What follows belongs to an exercise in optimizing a design on an open flow for small area, a short achievable clock period and few clock cycles per item; a production flow would make more cautious choices. In this exercise RTL edits were held to simulation tests only and were not proved equivalent to the original.

## simon_engine
module simon_engine (
  input  logic           clk,                  
  input  logic           rst,                  
  input  logic           ctrl_in_begin,        
  input  logic [10:0]    ctrl_in_num_blocks,   
  input  logic [63:0]    ctrl_in_key,          
  output logic           done_intr,            
  output logic [31:0]    pt_addra,
  input  logic [31:0]    pt_rd_data,
  output logic [31:0]    ct_addra,
  output logic [31:0]    ct_wr_data,
  output logic [3:0]     ct_wea
);
  localparam int R  = 3;                
  localparam int NS = (32 + R - 1) / R;         
  localparam int R0 = 32 - R * (NS - 1);        
  localparam logic [61:0] Z = 62'b01100111000011010100100010111110110011100001101010010001011111;
  logic          run;      
  logic [NS:1]   tok;      
  logic [11:0]   rd;       
  logic [10:0]   wr;       
  logic          wea_r, done_r;
  wire start = !run && ctrl_in_begin;
  wire [11:0] last = {1'b0, ctrl_in_num_blocks} + 12'(NS - 1);
  always_ff @(posedge clk) begin
    if (!rst) begin
      run    <= 1'b0;
      tok    <= '0;
      rd     <= '0;
      wea_r  <= 1'b0;
      done_r <= 1'b0;
    end else begin
      tok    <= {tok[NS-1:1], start};
      if (start)
        run <= 1'b1;
      else if (done_r)
        run <= 1'b0;
      rd     <= (run && !done_r) ? rd + 1'b1 : {11'd0, start};
      wea_r  <= tok[NS] || (wea_r && !done_r);
      done_r <= run && (rd == last);
    end
    if (!run)
      wr <= '0;
    else if (wea_r)
      wr <= wr + 1'b1;
  end
  function automatic logic [15:0] ror(input logic [15:0] v, input int s);
    ror = (v >> s) | (v << (16 - s));
  endfunction
  function automatic logic [R-1:0] zbits(input int n);
    zbits = Z[R*n +: R];
  endfunction
  localparam logic [64*67-1:0] KM = {
  ...
Settings: LEC_CHECK=0, ABC_CLOCK_PERIOD_IN_PS=2100, CAP_MARGIN=20, CORE_MARGIN=2, CORE_UTILIZATION=40, CTS_BUF_LIST=sky130_fd_sc_hd__clkbuf_8 sky130_fd_sc_hd__clkbuf_16, CTS_CLUSTER_DIAMETER=80, CTS_CLUSTER_SIZE=16, SETUP_SLACK_MARGIN=1.95, SLEW_MARGIN=20; clock period 4.0 ns.
standard.sh (not shown) runs the stock make flow with config.mk's settings and CLKGATE_MAP_FILE= SYNTH_SCRIPT=/design/flow/synth_recipe.tcl, a recipe that flattens the netlist after the stock synthesis.
==> flow/flow/run.sh <==
#!/bin/bash
# The standard layout, with every input and output port buffered by a plain
# sky130_fd_sc_hd__buf_1 instead of the default port buffer cell. The full
# output of the ORFS make run (synthesis, floorplan, placement, CTS, routing,
# finishing) goes to flow_make.log in this folder; ORFS also keeps each
# step's own log under orfs/logs.
set -euo pipefail
export BUFFER_PORTS_ARGS="-buffer_cell sky130_fd_sc_hd__buf_1"
bash standard.sh > flow_make.log 2>&1
The starting point produced a clean layout.
Testbench counts at the start, summed over its fixed seeds: cycles 5,453, blocks 3,917.
Change:
Settings changed: CTS_BUF_LIST sky130_fd_sc_hd__clkbuf_8 sky130_fd_sc_hd__clkbuf_16 to not set, CTS_CLUSTER_DIAMETER 80 to 120, CTS_CLUSTER_SIZE 16 to 24, SETUP_SLACK_MARGIN 1.95 to 1.85.
=>
- The changed run went through all stages and came out clean
- design area goes down by 3.7%
- clock skew goes up by 0.013 ns
- synthesized cell count does not change
Change:
==> flow/run.sh (new file) <==
#!/bin/bash
# synth_recipe.tcl (not shown) runs the flow's synth.tcl, then flattens the netlist and writes it again
# the make line also repeats each setting of config.mk as NAME=value (left out here)
make -C /OpenROAD-flow-scripts/flow DESIGN_CONFIG=/design/flow/config.mk WORK_HOME=/design/flow/orfs CLKGATE_MAP_FILE= SYNTH_SCRIPT=/design/flow/synth_recipe.tcl finish
Settings changed: CAP_MARGIN 20 to 0, SETUP_SLACK_MARGIN 1.85 to 1.9, SLEW_MARGIN 20 to 0.
removed: flow/flow/run.sh
removed: flow/standard.sh
=> The new run finished clean. Die area stays the same. Design area grows by about 3.5%. Via count hardly moves. Routed wire length is lower by about 0.5%. Clock skew decreases by 0.0058 ns. Hold slack improved by 0.031 ns. Synthesized area does not change. Sequential share of layout area falls by 1.4 points.

-- re-timing with driven ports --
Ports are ideal in the flow. The routed layouts listed here were re-timed in OpenROAD. Step 1: set_driving_cell puts a clkbuf_16 on clk and a buf_2 on each other input, an assumption about the parent block. Step 2 moves the port delays by t, midway between the first and last clock arrival at a register: inputs arrive t later, outputs are due t later. That takes back most of the time a late clock gives input paths. a / b / c = ideal / step 1 / step 2; a / b = the first two.
run | t, ns | setup WS [ns] | pins driven straight from the clock port
the first run | 0.708 | 1.943 / 1.918 / 1.412 | 1
the second run | 0.705 | 1.808 / 1.808 / 1.392 | 1
the third run | 0.695 | 1.866 / 1.866 / 1.279 | 1
After both steps every run listed still meets setup and hold. For the third run, which loses most, drivers alone change the setup slack by 0.000 ns; drivers and shift together by -0.587 ns.
